This is an optimization exercise on Yosys and OpenROAD, whose aim is small area and a short achievable clock period, not a production implementation. At most, simulation tests tie the RTL to the original design; equivalence was not proved. No activity file was given, so power comes from the tool's default toggle rates.

== job 5639 ==
Design computation_module, start of the top module:
module computation_module(clk, rst, a_1, a_2, a_3, b_1, b_2, b_3, P1_en, P2_en, mux_reset, c_sel, sel_m, out);
Settings: LEC_CHECK=0, ABC_AREA=1, CAP_MARGIN=20, CORE_MARGIN=2, CORE_UTILIZATION=60, CTS_BUF_LIST=sky130_fd_sc_hd__clkbuf_8, CTS_CLUSTER_SIZE=30, SLEW_MARGIN=20, SYNTH_HIERARCHICAL=1; clock period 11.0 ns.
standard.sh (not shown) runs the stock make flow with config.mk's settings and CLKGATE_MAP_FILE= SYNTH_SCRIPT=/design/flow/synth_recipe.tcl, a recipe that flattens the netlist after the stock synthesis.
==> flow/flow/run.sh <==
#!/bin/bash
set -euo pipefail
cd "$(dirname "$0")/.."
bash standard.sh ADDER_MAP_FILE= SETUP_SLACK_MARGIN=5.6 "BUFFER_PORTS_ARGS=-buffer_cell sky130_fd_sc_hd__buf_4" finish > standard_flow.log 2>&1
Job 5639: all stages complete, timing, DRC and antenna checks passed
Relative to job 5639, the following input files were edited for job 225:
diff --git a/flow/config.mk b/flow/config.mk
--- a/flow/config.mk
+++ b/flow/config.mk
@@ -10,3 +10,3 @@
 export CORE_MARGIN = 2
-export CORE_UTILIZATION = 60
+export CORE_UTILIZATION = 50
 export CTS_BUF_LIST = sky130_fd_sc_hd__clkbuf_8
Results
- In the metrics for job 225 and job 5639, the one carrying the higher final area is job 225.
- Between job 225 and job 5639, the share of cells above drive strength 1 figures differ only marginally.
- From job 5639 to job 225 the numbers moved as follows: die footprint went up by 20%, overall power after layout climbed about 5%.
- Relative to job 5639, met1 wire length increased by 9.4% in job 225.
- Job 225: final critical delay including setup and external delays 0.12 ns above job 5639
- Job 225 vs job 5639: count of clock-buffer cells in the layout up by more than 10%
- Wire length went up by a few percent going from job 5639 to job 225.
Modified inputs, job 8904 compared to job 225
diff --git a/flow/config.mk b/flow/config.mk
--- a/flow/config.mk
+++ b/flow/config.mk
@@ -10,3 +10,3 @@
 export CORE_MARGIN = 2
-export CORE_UTILIZATION = 50
+export CORE_UTILIZATION = 70
 export CTS_BUF_LIST = sky130_fd_sc_hd__clkbuf_8
### Flow results
[compare] base=job 225 new=job 8904: worst setup slack +0.10 ns; worst-skew pair later-pin latency ~0 delta; met3 usage in global routing +3.6 points.
Summary — area occupied by multi-input gates, job 8904 relative to job 225: higher, by 0.55%.
STATUS first-iteration detailed-routing DRC count: job 8904 loses against job 225
Die size: job 8904 is under job 225
The count of buffers not belonging to the clock network in the layout in job 8904 sits 2 above the value recorded for job 225.
Summary of the comparison: instance count on the critical path is higher in job 8904, relative to job 225.
--- input diff job 8904..job 4361 ---
==> flow/flow/run.sh <==
#!/bin/bash
set -euo pipefail
cd "$(dirname "$0")/.."
bash standard.sh ADDER_MAP_FILE= "BUFFER_PORTS_ARGS=-buffer_cell sky130_fd_sc_hd__buf_4" finish > standard_flow.log 2>&1
diff --git a/flow/config.mk b/flow/config.mk
--- a/flow/config.mk
+++ b/flow/config.mk
@@ -10,5 +10,4 @@
 export CORE_MARGIN = 2
-export CORE_UTILIZATION = 70
-export CTS_BUF_LIST = sky130_fd_sc_hd__clkbuf_8
-export CTS_CLUSTER_SIZE = 30
+export CORE_UTILIZATION = 60
+export SETUP_SLACK_MARGIN = 5
 export SLEW_MARGIN = 20
==> comparison <==
Of job 8904 and job 4361, the run reporting the lower number of nets in the final layout was job 4361.
Going from job 8904 to job 4361, final hold slack up 0.0056 ns, power moved down, worst ir drop on vdd shrank by 35 µV, total routing resource utilization after global routing went down 6.3 points.
Relative to job 8904, job 4361 degrades global-route wire length before repair.
Of job 8904 and job 4361, job 8904 shows the lower routed length on met1, with job 4361 above it.
| internal power | job 8904 vs job 4361 | ≈ equal |
Looking at number of inserted filler cells in the final layout, job 4361 sits 49% above job 8904.
Setup changes, job 4361 to job 4630
==> flow/flow/run.sh <==
#!/bin/bash
set -euo pipefail
cd "$(dirname "$0")/.."
bash standard.sh ADDER_MAP_FILE= SETUP_SLACK_MARGIN=6.0 "BUFFER_PORTS_ARGS=-buffer_cell sky130_fd_sc_hd__buf_4" finish > standard_flow.log 2>&1
diff --git a/flow/config.mk b/flow/config.mk
--- a/flow/config.mk
+++ b/flow/config.mk
@@ -11,3 +11,2 @@
 export CORE_UTILIZATION = 60
-export SETUP_SLACK_MARGIN = 5
 export SLEW_MARGIN = 20
==> run notes <==
Job 4630: flow completed, timing, DRC and antenna clean
Max static leakage power across job 4630 and job 4361: job 4630
For clock edge transition at the registers on the reported setup and hold paths, job 4630 and job 4361 come out practically identical.
Job 4630: sequential cell area share lower than job 4361
Final core utilization is lower on job 4361
The source of the critical timing path comes out sel_m[1] in one run and sel_m[0] in the other, namely in job 4630 and job 4361 respectively.
Number of stages on the worst setup path for job 4630: 2 up relative to job 4361
| routing usage on met1 | lower: job 4361 |
NOTE: final weighted congestion in routability-driven placement in job 4630 falls short of that of job 4361
Job 4630 reports a higher cell count than job 4361 does.

* * *

## main
Another version of the RTL of computation_module (not shown whole).
Size in the first run: ~260 flip-flops, about 67 I/O pins, ~24000 um2 of cells after synthesis.
Settings: LEC_CHECK=0, CAP_MARGIN=20, CORE_MARGIN=2, CORE_UTILIZATION=40, SLEW_MARGIN=20; clock period 11.0 ns.
==> flow/flow/run.sh <==
#!/bin/bash
set -euo pipefail
cd "$(dirname "$0")/.."
bash standard.sh ADDER_MAP_FILE= finish > standard_flow.log 2>&1
The following lists how the feature branch was set up differently from main:
- SETUP_SLACK_MARGIN newly set to 5
## What came out
From main to the feature branch the numbers moved as follows: clock power climbed about 8%, logic depth of the worst register-to-register path dropped 1. Comparing main and the feature branch, clock power share is higher on the feature branch. Changes observed in the feature branch relative to main: proportion of cell area occupied by multi-input gates shrank by 0.64 points, non-clock inverter instance count of the final layout held steady. Peak ir drop on the vdd network: the feature branch vs main down about 27%. main leaves less setup margin than the feature branch. The total global routing track utilization reported for the feature branch is greater than that of main by 0.52 points.
No functional check of the RTL was part of any run of this note.

* * *

Another version of the RTL of computation_module (not shown whole).
For scale: roughly 2,900 cells after synthesis, ~270 flip-flops, ~67 I/O pins, about 0.024 sq mm of cells after synthesis.
==> flow/design.v (excerpt) <==
module computation_module(clk, rst, a_1, a_2, a_3, b_1, b_2, b_3, P1_en, P2_en, mux_reset, c_sel, sel_m, out);
clock: 11.0 ns
lec_check: 0
cap_margin: 20
core_margin: 2
core_utilization: 60
setup_slack_margin: 5
slew_margin: 20
==> flow/flow/run.sh <==
#!/bin/bash
set -euo pipefail
cd "$(dirname "$0")/.."
bash standard.sh ADDER_MAP_FILE= "BUFFER_PORTS_ARGS=-buffer_cell sky130_fd_sc_hd__buf_4" finish > standard_flow.log 2>&1
==> next run, changes <==
ABC_AREA = 1   (was default)
CORE_UTILIZATION = 40   (was 60)
SYNTH_HIERARCHICAL = 1   (was default)
The changed run finished with timing, DRC and antenna clean.
Setup slack improves by 0.046 ns.
Hold slack gets worse by 0.023 ns.
Design area is higher by 20%.
Non-clock buffer count goes down by 1.
Critical path depth went down by 10.
==> next run, changes <==
ABC_AREA = default   (was 1)
CORE_UTILIZATION = 60   (was 40)
=> The new run ran to the end with no violations. Global-route usage rises by 7.9 points. Design area falls by about 12%. Total power rises by 14%. Clock power rises by about 6%. Final cell count falls by 45%.
==> next run, changes <==
==> flow/flow/run.sh (replaced) <==
#!/bin/bash
set -euo pipefail
cd "$(dirname "$0")/.."
bash standard.sh ADDER_MAP_FILE= SETUP_SLACK_MARGIN=5.8 "BUFFER_PORTS_ARGS=-buffer_cell sky130_fd_sc_hd__buf_4" finish > standard_flow.log 2>&1
CORE_UTILIZATION = 40   (was 60)
SETUP_SLACK_MARGIN = default   (was 5)
After rerunning:
- The changed run ran to the end with no violations
- count of clock-buffer cells in the layout climbs by 7
- synthesized area does not change
- design area increases by 9.9%
- via count increases by 4.9%
- sequential power hardly moves
- routed wire length went up by 12%
- hold slack gets worse by 0.030 ns
==> next run, changes <==
==> flow/flow/run.sh (replaced) <==
#!/bin/bash
set -euo pipefail
cd "$(dirname "$0")/.."
bash standard.sh ADDER_MAP_FILE= "BUFFER_PORTS_ARGS=-buffer_cell sky130_fd_sc_hd__buf_4" finish > standard_flow.log 2>&1
ABC_AREA = 1   (was default)
CORE_UTILIZATION = 60   (was 40)
SETUP_SLACK_MARGIN = 5   (was default)
SYNTH_HIERARCHICAL = default   (was 1)
Outcome: Cell count is higher by 22%; sequential share of layout area is higher by 3.1 points; non-clock buffer count is lower by 129; routed wire length is lower by 0.70%; utilization is higher by 18 points; total power is lower by 22%; flip-flop and latch count is lower by 3; clock-buffer cell count is lower by 16; synthesized area is lower by 5.5%; setup slack is worse by 0.59 ns; cell area is lower by 13%.
==> next run, changes <==
==> flow/flow/run.sh (replaced) <==
#!/bin/bash
set -euo pipefail
cd "$(dirname "$0")/.."
bash standard.sh ADDER_MAP_FILE= SETUP_SLACK_MARGIN=5.6 "BUFFER_PORTS_ARGS=-buffer_cell sky130_fd_sc_hd__buf_4" finish > standard_flow.log 2>&1
SETUP_SLACK_MARGIN = default   (was 5)
After rerunning:
- setup slack is better by 0.46 ns
- total power climbs by 4.9%
- utilization rose by 1.2 points
- count of clock-buffer cells in the layout increases by 5
- cell count increases by 0.49%
- cell area came out higher by 1.9%
- synthesized area stays the same
- wire length rises by 3.2%
- global-route usage increases by 0.67 points

* * *

## raven
Starting RTL as in the previous note.
clock: 11.0 ns
lec_check: 0
cap_margin: 20
core_margin: 2
core_utilization: 40
slew_margin: 20
synth_hierarchical: 1
==> flow/flow/run.sh <==
#!/bin/bash
set -euo pipefail
cd "$(dirname "$0")/.."
bash standard.sh ADDER_MAP_FILE= SETUP_SLACK_MARGIN=6.3 "BUFFER_PORTS_ARGS=-buffer_cell sky130_fd_sc_hd__buf_4" finish > standard_flow.log 2>&1
Input changes introduced in willow (baseline for comparison: raven):
# raven
export LEC_CHECK = 0
export CAP_MARGIN = 20
export CORE_MARGIN = 2
export CORE_UTILIZATION = 40
export SLEW_MARGIN = 20
export SYNTH_HIERARCHICAL = 1
create_clock -name core_clock -period 11.0 [get_ports {clk}]
# willow
export LEC_CHECK = 0
export ABC_AREA = 1
export CAP_MARGIN = 20
export CORE_MARGIN = 2
export CORE_UTILIZATION = 60
export SETUP_SLACK_MARGIN = 5
export SLEW_MARGIN = 20
export SYNTH_HIERARCHICAL = 1
create_clock -name core_clock -period 11.0 [get_ports {clk}]
==> flow/flow/run.sh <==
#!/bin/bash
set -euo pipefail
cd "$(dirname "$0")/.."
bash standard.sh ADDER_MAP_FILE= "BUFFER_PORTS_ARGS=-buffer_cell sky130_fd_sc_hd__buf_4" finish > standard_flow.log 2>&1
Results
willow reached the end of the flow, and the finished layout is clean on the timing, design-rule and antenna checks. Going from raven to willow, slew at the pin closest to its max-slew limit grows by 0.069 ns. The run showing the smaller critical path buffer and inverter count is raven. Taking raven as the reference, in willow netlist area before placement saw an increase; area share of and/or/nand/nor cells after synthesis saw an increase. From raven to willow the numbers moved as follows: y dimension of the die fell by 33 um; utilization went up by 17 points. Against raven, willow comes in 13 lower on critical path depth. willow -> raven: largest buffer count on any clock path delta 0, exact match. When the final numbers for raven and willow were put side by side, the shortest period the worst path allows turned out to be greater in willow. willow vs. raven: final area rose by 1.5%, global-route wire length before repair rose by 13000 um.
Setup changes, willow to quartz
# willow
export LEC_CHECK = 0
export ABC_AREA = 1
export CAP_MARGIN = 20
export CORE_MARGIN = 2
export CORE_UTILIZATION = 60
export SETUP_SLACK_MARGIN = 5
export SLEW_MARGIN = 20
export SYNTH_HIERARCHICAL = 1
create_clock -name core_clock -period 11.0 [get_ports {clk}]
# quartz
export LEC_CHECK = 0
export CAP_MARGIN = 20
export CORE_MARGIN = 2
export CORE_UTILIZATION = 40
export SETUP_SLACK_MARGIN = 5
export SLEW_MARGIN = 20
export SYNTH_HIERARCHICAL = 1
create_clock -name core_clock -period 11.0 [get_ports {clk}]
- Clock network latency to the later pin of the worst-skew pair in quartz is 0.03 ns lower than in willow
- When the final numbers for quartz and willow were put side by side, the area fraction of clock buffers and clock inverters turned out to be smaller in willow.
- The fraction of standard cell area that is sequential in quartz was higher than what willow gave.
- Delta (quartz minus willow): via count now sits lower; clock sink count ~0 delta; filler cell count in the final layout now larger; number of buffers inserted during clock tree synthesis grew by 3; minimum period implied by the final worst setup slack +0.25 ns.
- quartz vs willow: cell area down by a little under 10%
- willow -> quartz: total placed cells including tap cells decreased by more than a quarter
- For quartz, the timing startpoint of the critical path was sd1[0], unlike willow, where it was sel_m[1].
- Looking at cell type of the slowest stage on the worst timing path, the inv_1 result is from willow; the or4b_1 one comes from quartz.
### quartz -> lagoon
==> flow/flow/run.sh <==
#!/bin/bash

set -euo pipefail
cd "$(dirname "$0")/.."
bash standard.sh ADDER_MAP_FILE= finish > standard_flow.log 2>&1
quartz reports its slowest library cell on the worst path as or4b_1 while lagoon reports clkdlybuf4s50_1. lagoon reports a higher post-place instance area than quartz does. Diff quartz -> lagoon: critical path depth went down 14, first-iteration DRC count went down 10%, non-clock buffer count went up 18%.

afterwards: timing with drivers on the ports:
How much do the figures lean on ideal ports? The routed layouts below were timed once more, with nothing changed but the port constraints.
Step 1: set_driving_cell puts a clkbuf_16 on clk and a buf_2 on each other input, an assumption about the parent block.
Step 2 moves the port delays by t, midway between the first and last clock arrival at a register: inputs arrive t later, outputs are due t later. That takes back most of the time a late clock gives input paths.
Three values: ideal, step 1, step 2; two values: the first two.
run | shift t [ns] | setup WS [ns] | hold WS [ns] | worst setup path at the end | cell pins on the clock port's net
job 5639 | 0.662 | 5.729 / 5.697 / 5.119 | 0.381 / 0.381 / 0.381 | input to register | 1
job 225 | 0.679 | 5.612 / 5.585 / 5.126 | 0.375 / 0.375 / 0.375 | input to register | 1
job 8904 | 0.669 | 5.717 / 5.674 / 5.041 | 0.372 / 0.372 / 0.372 | input to register | 1
job 4361 | 0.623 | 5.490 / 5.461 / 4.950 | 0.378 / 0.378 / 0.378 | input to register | 1
job 4630 | 0.638 | 5.703 / 5.642 / 5.133 | 0.382 / 0.382 / 0.382 | input to register | 1
main | 0.641 | 3.718 / 3.752 / 3.111 | 0.447 / 0.447 / 0.447 | input to register | 1
the feature branch | 0.634 | 5.018 / 4.846 / 4.212 | 0.388 / 0.388 / 0.388 | input to register | 1
the first run of note 3 | 0.610 | 5.100 / 5.039 / 4.698 | 0.400 / 0.400 / 0.400 | input to register | 1
the second run of note 3 | 0.637 | 5.146 / 5.117 / 4.954 | 0.377 / 0.377 / 0.377 | input to register | 1
the third run of note 3 | 0.619 | 5.299 / 5.299 / 4.719 | 0.390 / 0.390 / 0.390 | input to register | 1
the fourth run of note 3 | 0.600 | 5.696 / 5.525 / 5.067 | 0.360 / 0.360 / 0.360 | input to register | 1
the fifth run of note 3 | 0.629 | 5.110 / 5.084 / 4.852 | 0.382 / 0.382 / 0.382 | input to register | 1
the sixth run of note 3 | 0.635 | 5.571 / 5.512 / 5.287 | 0.386 / 0.386 / 0.386 | input to register | 1
raven | 0.652 | 5.686 / 5.477 / 5.047 | 0.363 / 0.363 / 0.363 | input to register | 1
willow | 0.631 | 5.551 / 5.530 / 4.963 | 0.372 / 0.372 / 0.372 | input to register | 1
quartz | 0.608 | 5.299 / 5.299 / 4.776 | 0.362 / 0.362 / 0.362 | input to register | 1
lagoon | 0.608 | 5.027 / 5.004 / 4.670 | 0.369 / 0.369 / 0.369 | input to register | 1
After both steps setup and hold are still met in every run listed. The setup slack of the feature branch, which loses most, moves by -0.172 ns with the drivers and by -0.806 ns with both steps.
